From an optimization exercise on the open Yosys and OpenROAD flow, aimed at small area; shortcuts taken in it are not production practice.
Function was checked by simulation only, so behaviour that the tests miss may differ from the original.

## flow/design.v (module list and top-level ports; edited modules follow where they fit)
// module display: 13086 lines
module display(pclk, rst, head_A, body_A, head_B, body_B, game_board_data, snake_data, food_time, food_count, state, winner, len_a, len_b, raddr1, raddr2, rgb, hs, vs, an, c
);
  // ...
==> flow/flow/run.sh <==
#!/bin/bash
# Own layout flow: the standard synthesis, then the combinational logic
# between the (unchanged) registers is re-mapped for area with ABC (dch +
# amap), then the standard layout from floorplan on, with the port
# buffers made from the smallest buffer cell and a clock tree of small
# clock buffers. Each tool's output goes to a
# log file of its own in this folder.
set -euo pipefail
RES=orfs/results/${FLOW_PLATFORM}/display/base
LOGS=orfs/logs/${FLOW_PLATFORM}/display/base
YOSYS=$(command -v yosys || echo "$FLOW_HOME/../tools/install/yosys/bin/yosys")

bash standard.sh synth > std_synth.log 2>&1

cp $RES/1_2_yosys.v std_1_2_yosys.v
grep -o -- "-dont_use [A-Za-z0-9_]*" $LOGS/1_2_yosys.log | sort -u | tr '\n' ' ' > dont_use.txt
LIB=$FLOW_HOME/platforms/${FLOW_PLATFORM}/lib/sky130_fd_sc_hd__tt_025C_1v80.lib \
IN=std_1_2_yosys.v OUT=resynth.v ABCS=flow/amap.abc \
  "$YOSYS" -c flow/resynth.tcl > resynth.log 2>&1
cp resynth.v $RES/1_2_yosys.v
rm -f $RES/1_synth.odb $RES/1_synth.sdc

CTS="-sink_clustering_enable -repair_clock_nets -root_buf sky130_fd_sc_hd__clkbuf_8 -buf_list sky130_fd_sc_hd__clkbuf_4 -dont_use_dummy_load"
bash standard.sh "BUFFER_PORTS_ARGS=-buffer_cell sky130_fd_sc_hd__buf_1" "CTS_ARGS=$CTS" finish > std_finish.log 2>&1
test -f out/final.def
==> flow/flow/amap.abc <==
strash
dch -f
amap
strash
dch -f
amap
topo
==> flow/flow/resynth.tcl <==
# Re-map the combinational logic of the standard synthesis's netlist. The
# registers (and tie cells) are kept as they are, with their names.
set lib $::env(LIB)
yosys read_liberty -ignore_miss_func $lib
yosys read_verilog $::env(IN)
yosys hierarchy -top $::env(FLOW_TOP)
yosys setattr -mod -set keep_hierarchy 1 sky130_fd_sc_hd__df* sky130_fd_sc_hd__sdf* sky130_fd_sc_hd__ed* sky130_fd_sc_hd__dl* sky130_fd_sc_hd__conb_1
yosys flatten
yosys rename -hide w:*.*
yosys opt_clean -purge
yosys tee -o resynth_before.txt stat
set du [string trim [read [open dont_use.txt]]]
yosys abc -script $::env(ABCS) -liberty $lib {*}$du
yosys opt_clean -purge
yosys hilomap -singleton -hicell sky130_fd_sc_hd__conb_1 HI -locell sky130_fd_sc_hd__conb_1 LO
yosys insbuf -buf sky130_fd_sc_hd__buf_4 A X
yosys blackbox sky130_fd_sc_hd__*
yosys read_liberty -lib $lib
yosys tee -o resynth_stat.txt stat -liberty $lib
yosys check -assert -mapped
yosys write_verilog -noattr -nohex -nodec $::env(OUT)
==> flow/standard.sh <==
#!/bin/bash
# synth_recipe.tcl (not shown) runs the flow's synth.tcl, then flattens the netlist and writes it again
# the make line also repeats each setting of config.mk as NAME=value (left out here)
make -C /OpenROAD-flow-scripts/flow DESIGN_CONFIG=/design/flow/config.mk WORK_HOME=/design/flow/orfs CLKGATE_MAP_FILE= SYNTH_SCRIPT=/design/flow/synth_recipe.tcl "${@:-finish}"
==> flow/config.mk <==
export PLATFORM = sky130hd
export DESIGN_NAME = display
export DESIGN_NICKNAME = display
export VERILOG_FILES = /design/flow/design.v
export SDC_FILE = /design/flow/constraint.sdc
export NUM_CORES = 4
export LEC_CHECK = 0
export ABC_AREA = 1
export CAP_MARGIN = 20
export CORE_MARGIN = 2
export CORE_UTILIZATION = 55
export GPL_TIMING_DRIVEN = 0
export PLACE_DENSITY = 0.75
export SLEW_MARGIN = 20
==> flow/constraint.sdc <==
create_clock -name core_clock -period 40.0 [get_ports {pclk}]
set_input_delay 8.0000 -clock core_clock [delete_from_list [all_inputs] [get_ports {pclk}]]
set_output_delay 8.0000 -clock core_clock [all_outputs]
set_load 0.01 [all_outputs]
==> flow_summary.toml, run 1 <==
[run_status]
status = "complete, no violations"

[critical_path]
critical-path-top-delay-family = "simple AND/OR/NAND/NOR gates"
path_depth = 94
cpMostUsedCell = "nor2_1"
max_stage_delay_ns = 0.63
rrSetupSlack_ns = 34.14

[finish]
nets = 1835
post-route-util_pct = 63.0
regMostFlops = "raddr2"
comb.multi_input.count = 1237
n_antenna_cell = 0
seq_share_pct = 12.9
drive_gt1_share_pct = 1.01
fillers = 1509
final_cell_area_um2 = 9480
seqCellArea_um2 = 1220
top_regs = "raddr2: 13 flops, rgb: 12 flops"
inverters = 181
top_area_cell_class = "multi-input combinational cells"
layout_commonest_cell = "nor2_1"

[cts]
ctsHoldBuffers = 0
cts_tree = "built"
cts_buffers = 9
clock_sinks = 61

[worst_hold_path]
hold_depth = 2
hold_class = "reg2reg"

[sta]
fin_ws_ns = 5.51
fin_skew_ns = 0.0190
worst_pin_slew_ns = 0.962
rsz0062_at_grt = "false"
hold_viol = 0

[logic_synthesis]
synth_nets = 1626

[placement]
dp_hpwl_um = 20000
post-place-ws_ns = 5.93
gp_congestion = 0.974

[route]
wire_per_inst_um = 13.3
wl_um = 24900

[flow_run]
max-cap-violations = 0

[floorplanning]
dieHeight_um = 127
==> inputs of run 2 (changes only) <==
--- a/flow/flow/run.sh
+++ b/flow/flow/run.sh
@@ -2,5 +2,5 @@
 # Own layout flow: the standard synthesis, then the combinational logic
 # between the (unchanged) registers is re-mapped for area with ABC (dch +
-# amap), then the standard layout from floorplan on, with the port
+# amap, a few variants, keeping the smallest), then the standard layout from floorplan on, with the port
 # buffers made from the smallest buffer cell and a clock tree of small
 # clock buffers. Each tool's output goes to a
@@ -15,8 +15,18 @@
 cp $RES/1_2_yosys.v std_1_2_yosys.v
 grep -o -- "-dont_use [A-Za-z0-9_]*" $LOGS/1_2_yosys.log | sort -u | tr '\n' ' ' > dont_use.txt
-LIB=$FLOW_HOME/platforms/${FLOW_PLATFORM}/lib/sky130_fd_sc_hd__tt_025C_1v80.lib \
-IN=std_1_2_yosys.v OUT=resynth.v ABCS=flow/amap.abc \
-  "$YOSYS" -c flow/resynth.tcl > resynth.log 2>&1
-cp resynth.v $RES/1_2_yosys.v
+# a few area mapping scripts; keep the smallest result
+LIB=$FLOW_HOME/platforms/${FLOW_PLATFORM}/lib/sky130_fd_sc_hd__tt_025C_1v80.lib
+best=""; best_area=""
+for m in map1 map2 map3 map4; do
+  LIB=$LIB IN=std_1_2_yosys.v OUT=resynth_$m.v ABCS=flow/$m.abc STAT=resynth_stat_$m.txt \
+    "$YOSYS" -c flow/resynth.tcl > resynth_$m.log 2>&1
+  a=$(awk '/Chip area/ {print $NF}' resynth_stat_$m.txt)
+  echo "$m $a" >> resynth_areas.txt
+  if [[ -z "$best" ]] || awk -v a="$a" -v b="$best_area" 'BEGIN {exit !(a < b)}'; then
+    best=$m; best_area=$a
+  fi
+done
+echo "chosen $best $best_area" >> resynth_areas.txt
+cp resynth_$best.v $RES/1_2_yosys.v
 rm -f $RES/1_synth.odb $RES/1_synth.sdc
 
==> flow/flow/map1.abc (new file) <==
strash
dch -f
amap
strash
dch -f
amap
topo
==> flow/flow/map2.abc (new file) <==
strash
dch -f
amap
strash
dch -f
map -a
strash
dch -f
amap
topo
==> flow/flow/map3.abc (new file) <==
strash
dch -f
amap
strash
dch -f
amap
strash
dch -f
amap
topo
==> flow/flow/map4.abc (new file) <==
strash
dch -f
amap
topo
--- a/flow/flow/resynth.tcl
+++ b/flow/flow/resynth.tcl
@@ -17,5 +17,5 @@
 yosys blackbox sky130_fd_sc_hd__*
 yosys read_liberty -lib $lib
-yosys tee -o resynth_stat.txt stat -liberty $lib
+yosys tee -o $::env(STAT) stat -liberty $lib
 yosys check -assert -mapped
 yosys write_verilog -noattr -nohex -nodec $::env(OUT)
removed: flow/flow/amap.abc
==> run 2 against run 1 <==
Effect of this change: synthesized cell count decreased by 0.95%; worst setup slack improved by 0.35 ns; register-to-register slack improved by 0.22 ns; largest cell class unchanged; synthesized area decreased by 0.39%; cell count decreased by 0.96%; via count increased by 0.38%; non-clock buffer count unchanged; critical path depth increased by 14; critical path type unchanged; count of clock-buffer cells in the layout unchanged; global-route usage increased by 2.0 points.
==> flow_summary.toml, run 2 <==
[sta]
rsz0062_at_grt = "false"
timing.final.crit_period_ns = 34.13
fin_tns_setup_ns = 0
finalMaxSlewViolations = 0
worst_pin_slew_ns = 1.09
hold_viol = 0
slew_headroom_pct = 27.3
setup_viol = 0
fin_skew_ns = 0.0166
timing.fmax_mhz = 29.3
fin_crit_sh_pct = 85.3

[cts]
clock_sinks = 61
clkSlewWorstSetupHoldPaths_ns = 0.07
clk_path_buf_depth = 2
cts_buffers = 9
cts_tree = "built"
cts-root-buf = "clkbuf_8"
clkLatencyLatePin_ns = 0.36
h-tree-depth = 3
ctsHoldBuffers = 0
post_cts_resized = 0
cts_setup_buffers = 0

[route]
dr.pass1.iters = 7
via_per_inst = 6.02
wire_per_inst_um = 14.0
remaining_drc_errors = 0
num_vias = 11200
wl_um = 26000
dr.first_iter.drc_count = 800
ant_nets = 0

[placement]
gp_congestion = 0.968
portBuffers = 196
dp_hpwl_um = 20800

[floorplanning]
die_area_um2 = 16100
core-area_um2 = 14600
dieHeight_um = 127
std_cell_rows = 44
initial_core_util_pct = 56.8
num_io_pins = 201
die_width_um = 127

[logic_synthesis]
postSynthCellCount = 1466
ys_warn_count = 1
avgSynthCellArea_um2 = 5.67
synth_nets = 1612
synth_area_um2 = 8320

[finish]
regMostFlops = "raddr2"
largest_reg_flops = 13
final_cell_mix = "370 x nor2_1, 196 x buf_1, 162 x clkinv_1, 145 x nand2_1, 142 x o21ai_0"
drive_gt1_share_pct = 0.956
top_regs = "raddr2: 13 flops, rgb: 12 flops"
post-route-util_pct = 64.4
area_growth_pct = 13.4
layout_commonest_cell = "nor2_1"
nets = 1821
n_antenna_cell = 0

[grt]
grt_pass1_vias = 9782
grt_util_all_layers_pct = 31.4
antenna_found_initial = 0
grt_pass1_wl_um = 43300
grt_max_degree = 39
overflow = 0

[critical_path]
crit_path_end_kind = "primary output"
cpMostUsedCell = "nor2_1"
worstPathRequired_ns = 32.00
worstPathMaxFanout = 4
max_stage_delay_ns = 0.78
slowest_stage = "a2111oi_0"
path_class = "in2out"
critPathLaunchType = "primary input"
arrival_ns = 26.13

[flow_run]
max-cap-violations = 0

[worst_hold_path]
hold_class = "reg2reg"

[run_status]
status = "complete, no violations"
[run 2: critical path, delay by kind of cell]
family	cells	cell delay (ns)
simple gates	65	9.71
compound gates	28	6.84
buf+inv	15	1.56
[run 2: per-layer routing]
metal | part of all wire [%] | wire (µm) | global-route usage [%]
met5 | 0 | 0 | 0
met4 | 2.3 | 586 | 9.44
met3 | 6.9 | 1800 | 4.52
met2 | 45 | 11600 | 52.6
met1 | 46 | 12000 | 41.9
[run 2: worst paths after layout]
kind,start,end,slack [ns],cells after the start
worst max-delay path,len_a[31],c[1],5.87,108
worst min-delay path,g_LEN_cnt[3],g_LEN_cnt[4],0.41,2
worst max register to register,g_Info_v[3],rgb[0],34.36,20
worst min register to register,g_LEN_cnt[3],g_LEN_cnt[4],0.41,2
[run 2: metrics by stage]
| stage | setup WS, ns | hold slack (ns) | instance area, µm² | std cells |
|---|---|---|---|---|
| detailed placement | 6.20 | 0.416 | 9310 | 1848 |
| CTS | 6.10 | 0.415 | 9430 | 1857 |
| floorplan | 8.82 | 0.403 | 8320 | 1466 |
| global placement | 6.91 | 0.418 | 9290 | 1846 |
| finish | 5.87 | 0.411 | 9430 | 1857 |
| global route | 3.11 | 0.447 | 9430 | 1857 |
[run 2: layout make-up]
cell class | count | area, µm²
repair buffers | 198 | 748
inverters | 163 | 612
fillers | 1445 | 5210
well taps | 184 | 230
flip-flops and latches | 61 | 1220
clock buffers | 9 | 124
plain buffers | 1 | 7.51
multi-input cells | 1241 | 6490

afterwards: timing with drivers on the ports:
The results above use ideal ports. As a check the final layouts listed here were re-extracted and re-timed, cells and wires unchanged.
Step 1: set_driving_cell puts a clkbuf_16 on pclk and a buf_2 on each other input, an assumption about the parent block.
Step 2 adds t to the input delays and takes it off the output delays; t is the mean of the earliest and latest rising clock arrival at the registers after step 1. Input paths then give back, and output paths get back, about the clock's delay inside the block.
a / b / c = ideal / step 1 / step 2; a / b = the first two.
| run | t (ns) | setup WS [ns] | worst slew at a driven data input, ns |
|---|---|---|---|
| run 1 | 0.376 | 5.514 / 5.492 / 5.492 | 0.05 |
| run 2 | 0.383 | 5.867 / 5.843 / 5.843 | 0.08 |
After both steps setup and hold are still met in every run listed. The setup slack of run 2, which loses most, moves by -0.024 ns with the drivers and by -0.024 ns with both steps.
